This is an optimization exercise on Yosys and OpenROAD, whose aim is small area, not a production implementation. Function was checked by simulation only, so behaviour that the tests miss may differ from the original. The clock port is modelled as an ideal driver; clocking choices that lean on that would not hold on a real chip. Power figures rest on the tool's default switching activity, not on a simulated workload.

==> flow/design.v <==
`default_nettype none
`timescale 1ns/1ns
module wb_drv_config #(
        parameter [31:0]    BASE_ADDRESS        = 32'h0300_0000,
        parameter [31:0]    DELAY_SYNC_ADDRESS  = BASE_ADDRESS,
        parameter [31:0]    DELAY_P_ADDRESS     = BASE_ADDRESS+1,
        parameter [31:0]    DELAY_N_ADDRESS     = BASE_ADDRESS+2,
        parameter [31:0]    DRV_CURRENT         = BASE_ADDRESS+3
    ) (
        input wire      clk,
        input wire      reset,
        input wire          i_wb_cyc,        
        input wire          i_wb_stb,        
        input wire          i_wb_we,         
        input wire [31:0]   i_wb_addr,       
        input wire [31:0]   i_wb_data,       
        output reg          o_wb_ack,        
        output wire         o_wb_stall,      
        output wire [31:0]  o_wb_data,       
        output reg [15:0]   o_del_sync,      
        output reg [15:0]   o_del_sync_inv,  
        output reg [15:0]   o_del_p,         
        output reg [15:0]   o_del_p_inv,     
        output reg [15:0]   o_del_n,         
        output reg [15:0]   o_del_n_inv,     
        output reg [31:0]   o_current       
    );
    assign o_wb_stall = 0;
    localparam CONSEC = (DELAY_SYNC_ADDRESS[1:0] == 2'd0) &&
                        (DELAY_P_ADDRESS == DELAY_SYNC_ADDRESS + 1) &&
                        (DELAY_N_ADDRESS == DELAY_SYNC_ADDRESS + 2) &&
                        (DRV_CURRENT     == DELAY_SYNC_ADDRESS + 3);
    wire [3:0] w, h, l;
    wire       ack_d;        
    wire [3:0] rd_hot;       
    wire [15:0] d_inv;       
    wire        d_c0;        
    genvar i;
    generate if (CONSEC) begin : g_fast
        localparam [31:0] B = DELAY_SYNC_ADDRESS;
        wire [7:0] ne;
        for (i = 0; i < 7; i = i + 1) begin : g_ne
            wb_drv_config_ne4 #(.K(B[2+4*i +: 4])) u_ne (.x(i_wb_addr[2+4*i +: 4]), .y(ne[i]));
        end
        wb_drv_config_ne2 #(.K(B[31:30])) u_ne_hi (.x(i_wb_addr[31:30]), .y(ne[7]));
        wire y0, y1, hit;
        wb_drv_config_or4  u_y0  (.a(ne[0]), .b(ne[1]), .c(ne[2]), .d(ne[3]), .y(y0));
        wb_drv_config_or4  u_y1  (.a(ne[4]), .b(ne[5]), .c(ne[6]), .d(ne[7]), .y(y1));
        wb_drv_config_nor2 u_hit (.a(y0), .b(y1), .y(hit));
        wire rstn, wr_ok, wa;
        wb_drv_config_inv   u_rstn  (.a(reset), .y(rstn));
        wb_drv_config_and3b u_ack   (.a_n(reset), .b(hit), .c(i_wb_stb), .y(ack_d));
        wb_drv_config_and4b u_wr    (.a_n(reset), .b(i_wb_stb), .c(i_wb_cyc), .d(i_wb_we), .y(wr_ok));
        wb_drv_config_and2  u_wa    (.a(hit), .b(wr_ok), .y(wa));
        wire a1 = i_wb_addr[1];
        wire a0 = i_wb_addr[0];
        wire a1n, a0n;
        wb_drv_config_inv   u_a1n (.a(a1), .y(a1n));
        wb_drv_config_inv   u_a0n (.a(a0), .y(a0n));
        wb_drv_config_and3  u_w0 (.a(a1n), .b(a0n), .c(wa), .y(w[0]));
        wb_drv_config_and3  u_w1 (.a(a1n), .b(a0),  .c(wa), .y(w[1]));
        wb_drv_config_and3  u_w2 (.a(a1),  .b(a0n), .c(wa), .y(w[2]));
        wb_drv_config_and3  u_w3 (.a(a1),  .b(a0),  .c(wa), .y(w[3]));
        for (i = 0; i < 4; i = i + 1) begin : g_hl
            wb_drv_config_nor2 u_h (.a(w[i]), .b(reset), .y(h[i]));
            wb_drv_config_inv  u_l (.a(h[i]), .y(l[i]));
        end
        for (i = 0; i < 16; i = i + 1) begin : g_dinv
            wb_drv_config_nand2 u_d (.a(i_wb_data[16+i]), .b(rstn), .y(d_inv[i]));
        end
        wb_drv_config_or2 u_d_c0 (.a(i_wb_data[0]), .b(reset), .y(d_c0));
        reg [1:0] rd_sel;
        always @(posedge clk)
            rd_sel <= i_wb_addr[1:0];
        wire r1n, r0n;
        wb_drv_config_inv  u_r1n (.a(rd_sel[1]), .y(r1n));
        wb_drv_config_inv  u_r0n (.a(rd_sel[0]), .y(r0n));
        wb_drv_config_nor2 u_s0 (.a(rd_sel[1]), .b(rd_sel[0]), .y(rd_hot[0]));
        wb_drv_config_nor2 u_s1 (.a(rd_sel[1]), .b(r0n), .y(rd_hot[1]));
        wb_drv_config_nor2 u_s2 (.a(r1n), .b(rd_sel[0]), .y(rd_hot[2]));
        wb_drv_config_nor2 u_s3 (.a(r1n), .b(r0n), .y(rd_hot[3]));
    end else begin : g_any
        wire [3:0] hit_k = {i_wb_addr == DRV_CURRENT, i_wb_addr == DELAY_N_ADDRESS,
                            i_wb_addr == DELAY_P_ADDRESS, i_wb_addr == DELAY_SYNC_ADDRESS};
        wire wr = i_wb_stb & i_wb_cyc & i_wb_we;
        assign w = hit_k & {4{wr & ~reset}};
        assign h = ~((hit_k & {4{wr}}) | {4{reset}});
        assign l = ~h;
        assign ack_d = i_wb_stb & (|hit_k) & ~reset;
        assign d_inv = ~i_wb_data[31:16] | {16{reset}};
        assign d_c0 = i_wb_data[0] | reset;
        reg [3:0] rd_q;
        always @(posedge clk)
            rd_q <= hit_k[3] ? 4'b1000 : hit_k[2] ? 4'b0100 : hit_k[1] ? 4'b0010 : 4'b0001;
        assign rd_hot = rd_q;
    end endgenerate
    wire [15:0] nx_sync, nx_sync_inv, nx_p, nx_p_inv, nx_n, nx_n_inv;
    wire [31:0] nx_cur;
    wire [31:0] d_cur = {i_wb_data[31:1], d_c0};
    wire [31:0] w_cur = {{31{w[3]}}, l[3]};
    generate for (i = 0; i < 16; i = i + 1) begin : g_del
        wb_drv_config_ao22 u_sync     (.a1(o_del_sync[i]),     .a2(h[0]), .b1(i_wb_data[i]), .b2(w[0]), .x(nx_sync[i]));
        wb_drv_config_ao22 u_sync_inv (.a1(o_del_sync_inv[i]), .a2(h[0]), .b1(d_inv[i]),     .b2(l[0]), .x(nx_sync_inv[i]));
        wb_drv_config_ao22 u_p        (.a1(o_del_p[i]),        .a2(h[1]), .b1(i_wb_data[i]), .b2(w[1]), .x(nx_p[i]));
        wb_drv_config_ao22 u_p_inv    (.a1(o_del_p_inv[i]),    .a2(h[1]), .b1(d_inv[i]),     .b2(l[1]), .x(nx_p_inv[i]));
        wb_drv_config_ao22 u_n        (.a1(o_del_n[i]),        .a2(h[2]), .b1(i_wb_data[i]), .b2(w[2]), .x(nx_n[i]));
        wb_drv_config_ao22 u_n_inv    (.a1(o_del_n_inv[i]),    .a2(h[2]), .b1(d_inv[i]),     .b2(l[2]), .x(nx_n_inv[i]));
    end
    for (i = 0; i < 32; i = i + 1) begin : g_cur
        wb_drv_config_ao22 u_cur      (.a1(o_current[i]),      .a2(h[3]), .b1(d_cur[i]),     .b2(w_cur[i]), .x(nx_cur[i]));
    end endgenerate
    always @(posedge clk) begin
        o_del_sync     <= nx_sync;
        o_del_sync_inv <= nx_sync_inv;
        o_del_p        <= nx_p;
        o_del_p_inv    <= nx_p_inv;
        o_del_n        <= nx_n;
        o_del_n_inv    <= nx_n_inv;
        o_current      <= nx_cur;
    end
    wire [31:0] rd_sync = {o_del_sync, o_del_sync_inv};
    wire [31:0] rd_p    = {o_del_p, o_del_p_inv};
    wire [31:0] rd_n    = {o_del_n, o_del_n_inv};
    generate for (i = 0; i < 32; i = i + 1) begin : g_rd
        wire n012, n3;
        wb_drv_config_aoi222 u_aoi (.s(rd_hot[2:0]), .d({rd_n[i], rd_p[i], rd_sync[i]}), .y(n012));
        wb_drv_config_nand2  u_n3  (.a(rd_hot[3]), .b(o_current[i]), .y(n3));
        wb_drv_config_nand2  u_x   (.a(n012), .b(n3), .y(o_wb_data[i]));
    end endgenerate
    always @(posedge clk)
        o_wb_ack <= ack_d;
endmodule
module wb_drv_config_ao22 (input wire a1, input wire a2, input wire b1, input wire b2, output wire x);
    assign x = (a1 & a2) | (b1 & b2);
endmodule
module wb_drv_config_aoi222 (input wire [2:0] s, input wire [2:0] d, output wire y);
    assign y = ~|(s & d);
endmodule
module wb_drv_config_ne4 #(parameter [3:0] K = 4'd0) (input wire [3:0] x, output wire y);
    assign y = (x != K);
endmodule
module wb_drv_config_ne2 #(parameter [1:0] K = 2'd0) (input wire [1:0] x, output wire y);
    assign y = (x != K);
endmodule
module wb_drv_config_inv (input wire a, output wire y);
    assign y = ~a;
endmodule
module wb_drv_config_nand2 (input wire a, input wire b, output wire y);
    assign y = ~(a & b);
endmodule
module wb_drv_config_nor2 (input wire a, input wire b, output wire y);
    assign y = ~(a | b);
endmodule
module wb_drv_config_and2 (input wire a, input wire b, output wire y);
    assign y = a & b;
endmodule
module wb_drv_config_or2 (input wire a, input wire b, output wire y);
    assign y = a | b;
endmodule
module wb_drv_config_and3 (input wire a, input wire b, input wire c, output wire y);
    assign y = a & b & c;
endmodule
module wb_drv_config_and3b (input wire a_n, input wire b, input wire c, output wire y);
    assign y = ~a_n & b & c;
endmodule
module wb_drv_config_or4 (input wire a, input wire b, input wire c, input wire d, output wire y);
    assign y = a | b | c | d;
endmodule
module wb_drv_config_and4b (input wire a_n, input wire b, input wire c, input wire d, output wire y);
    assign y = ~a_n & b & c & d;
endmodule
==> flow/config.mk <==
export PLATFORM = sky130hd
export DESIGN_NAME = wb_drv_config
export DESIGN_NICKNAME = wb_drv_config
export VERILOG_FILES = /design/flow/design.v
export SDC_FILE = /design/flow/constraint.sdc
export NUM_CORES = 4
export LEC_CHECK = 0
export CAP_MARGIN = 20
export CORE_MARGIN = 2
export CORE_UTILIZATION = 40
export SLEW_MARGIN = 20
export SYNTH_HIERARCHICAL = 1
==> flow/constraint.sdc <==
create_clock -name core_clock -period 10.0 [get_ports {clk}]
set_input_delay 2.0000 -clock core_clock [delete_from_list [all_inputs] [get_ports {clk}]]
set_output_delay 2.0000 -clock core_clock [all_outputs]
set_load 0.01 [all_outputs]
standard.sh (not shown) runs the stock make flow with config.mk's settings and CLKGATE_MAP_FILE= SYNTH_SCRIPT=/design/flow/synth_recipe.tcl, a recipe that flattens the netlist after the stock synthesis.
==> flow/flow/run.sh <==
#!/bin/bash
# The standard layout, with changes that only pick smaller cells:
# - the port buffers that buffer_ports inserts are the smallest buffer cell
#   instead of the default clkdlybuf4s50_1;
# - clock tree synthesis builds the tree from clkbuf_4 and adds no dummy
#   loads; afterwards any clock buffer whose flip-flops see a clock slew over
#   100 ps (placement estimate) is upsized (flow/clkfix.tcl).
set -euo pipefail
export BUFFER_PORTS_ARGS="-buffer_cell sky130_fd_sc_hd__buf_1"
export CTS_ARGS="-sink_clustering_enable -repair_clock_nets -buf_list {sky130_fd_sc_hd__clkbuf_4} -dont_use_dummy_load"
bash standard.sh cts > standard_cts.log 2>&1
export RES_DIR="$PWD/orfs/results/$FLOW_PLATFORM/wb_drv_config/base"
export CLK_SLEW_TARGET=0.100
openroad -no_init -exit flow/clkfix.tcl > clkfix.log 2>&1
bash standard.sh > standard_finish.log 2>&1
Other scripts of this flow, unchanged in this note and not shown: flow/flow/clkfix.tcl
Then changed:
--- a/flow/design.v
+++ b/flow/design.v
@@ -53,34 +53,40 @@
         wb_drv_config_and4b u_wr    (.a_n(reset), .b(i_wb_stb), .c(i_wb_cyc), .d(i_wb_we), .y(wr_ok));
         wb_drv_config_and2  u_wa    (.a(hit), .b(wr_ok), .y(wa));
         wire a1 = i_wb_addr[1];
         wire a0 = i_wb_addr[0];
         wire a1n, a0n;
+        wire [3:0] wn;
         wb_drv_config_inv   u_a1n (.a(a1), .y(a1n));
         wb_drv_config_inv   u_a0n (.a(a0), .y(a0n));
-        wb_drv_config_and3  u_w0 (.a(a1n), .b(a0n), .c(wa), .y(w[0]));
-        wb_drv_config_and3  u_w1 (.a(a1n), .b(a0),  .c(wa), .y(w[1]));
-        wb_drv_config_and3  u_w2 (.a(a1),  .b(a0n), .c(wa), .y(w[2]));
-        wb_drv_config_and3  u_w3 (.a(a1),  .b(a0),  .c(wa), .y(w[3]));
+        wb_drv_config_nand3 u_w0 (.a(a1n), .b(a0n), .c(wa), .y(wn[0]));
+        wb_drv_config_nand3 u_w1 (.a(a1n), .b(a0),  .c(wa), .y(wn[1]));
+        wb_drv_config_nand3 u_w2 (.a(a1),  .b(a0n), .c(wa), .y(wn[2]));
+        wb_drv_config_nand3 u_w3 (.a(a1),  .b(a0),  .c(wa), .y(wn[3]));
         for (i = 0; i < 4; i = i + 1) begin : g_hl
-            wb_drv_config_nor2 u_h (.a(w[i]), .b(reset), .y(h[i]));
-            wb_drv_config_inv  u_l (.a(h[i]), .y(l[i]));
+            wb_drv_config_inv   u_w (.a(wn[i]), .y(w[i]));
+            wb_drv_config_nand2 u_l (.a(wn[i]), .b(rstn), .y(l[i]));
+            wb_drv_config_inv   u_h (.a(l[i]), .y(h[i]));
         end
         for (i = 0; i < 16; i = i + 1) begin : g_dinv
             wb_drv_config_nand2 u_d (.a(i_wb_data[16+i]), .b(rstn), .y(d_inv[i]));
         end
         wb_drv_config_or2 u_d_c0 (.a(i_wb_data[0]), .b(reset), .y(d_c0));
         reg [1:0] rd_sel;
         always @(posedge clk)
             rd_sel <= i_wb_addr[1:0];
         wire r1n, r0n;
-        wb_drv_config_inv  u_r1n (.a(rd_sel[1]), .y(r1n));
-        wb_drv_config_inv  u_r0n (.a(rd_sel[0]), .y(r0n));
-        wb_drv_config_nor2 u_s0 (.a(rd_sel[1]), .b(rd_sel[0]), .y(rd_hot[0]));
-        wb_drv_config_nor2 u_s1 (.a(rd_sel[1]), .b(r0n), .y(rd_hot[1]));
-        wb_drv_config_nor2 u_s2 (.a(r1n), .b(rd_sel[0]), .y(rd_hot[2]));
-        wb_drv_config_nor2 u_s3 (.a(r1n), .b(r0n), .y(rd_hot[3]));
+        wire [3:0] sn;
+        wb_drv_config_inv   u_r1n (.a(rd_sel[1]), .y(r1n));
+        wb_drv_config_inv   u_r0n (.a(rd_sel[0]), .y(r0n));
+        wb_drv_config_nand2 u_s0 (.a(r1n), .b(r0n), .y(sn[0]));
+        wb_drv_config_nand2 u_s1 (.a(r1n), .b(rd_sel[0]), .y(sn[1]));
+        wb_drv_config_nand2 u_s2 (.a(rd_sel[1]), .b(r0n), .y(sn[2]));
+        wb_drv_config_nand2 u_s3 (.a(rd_sel[1]), .b(rd_sel[0]), .y(sn[3]));
+        for (i = 0; i < 4; i = i + 1) begin : g_s
+            wb_drv_config_inv u_s (.a(sn[i]), .y(rd_hot[i]));
+        end
     end else begin : g_any
         wire [3:0] hit_k = {i_wb_addr == DRV_CURRENT, i_wb_addr == DELAY_N_ADDRESS,
                             i_wb_addr == DELAY_P_ADDRESS, i_wb_addr == DELAY_SYNC_ADDRESS};
         wire wr = i_wb_stb & i_wb_cyc & i_wb_we;
         assign w = hit_k & {4{wr & ~reset}};
@@ -155,12 +161,12 @@
     assign y = a & b;
 endmodule
 module wb_drv_config_or2 (input wire a, input wire b, output wire y);
     assign y = a | b;
 endmodule
-module wb_drv_config_and3 (input wire a, input wire b, input wire c, output wire y);
-    assign y = a & b & c;
+module wb_drv_config_nand3 (input wire a, input wire b, input wire c, output wire y);
+    assign y = ~(a & b & c);
 endmodule
 module wb_drv_config_and3b (input wire a_n, input wire b, input wire c, output wire y);
     assign y = ~a_n & b & c;
 endmodule
 module wb_drv_config_or4 (input wire a, input wire b, input wire c, input wire d, output wire y);
Via count rose by 1.3%.
Clock-buffer cell count stays the same.
Critical path depth increases by 1.
Hold slack gets worse by 0.0032 ns.
Power is higher by 0.69%.

static timing again, ports no longer ideal:
The results above use ideal ports. As a check the final layouts listed here were re-extracted and re-timed, cells and wires unchanged. Step 1 (the two cells are an assumption about what drives the block):
set clk [get_ports {clk}]
set_driving_cell -lib_cell sky130_fd_sc_hd__clkbuf_16 $clk
set_driving_cell -lib_cell sky130_fd_sc_hd__buf_2 [delete_from_list [all_inputs] $clk]
Step 2 moves the port delays by t, midway between the first and last clock arrival at a register: inputs arrive t later, outputs are due t later. That takes back most of the time a late clock gives input paths. Three values: ideal ports, drivers, drivers and shift; two values: the first two.
| run | t, ns | setup slack, ns | worst setup path at the end | latest minus earliest clock arrival (ns) | worst slew at a driven data input, ns |
|---|---|---|---|---|---|
| the first run | 0.520 | 4.683 / 4.692 / 4.172 | input to register | 0.032 / 0.032 | 0.04 |
| the second run | 0.552 | 5.242 / 5.254 / 4.702 | input to register | 0.032 / 0.032 | 0.07 |
After both steps setup and hold are still met in every run listed. The setup slack of the second run, which loses most, moves by +0.012 ns with the drivers and by -0.540 ns with both steps.
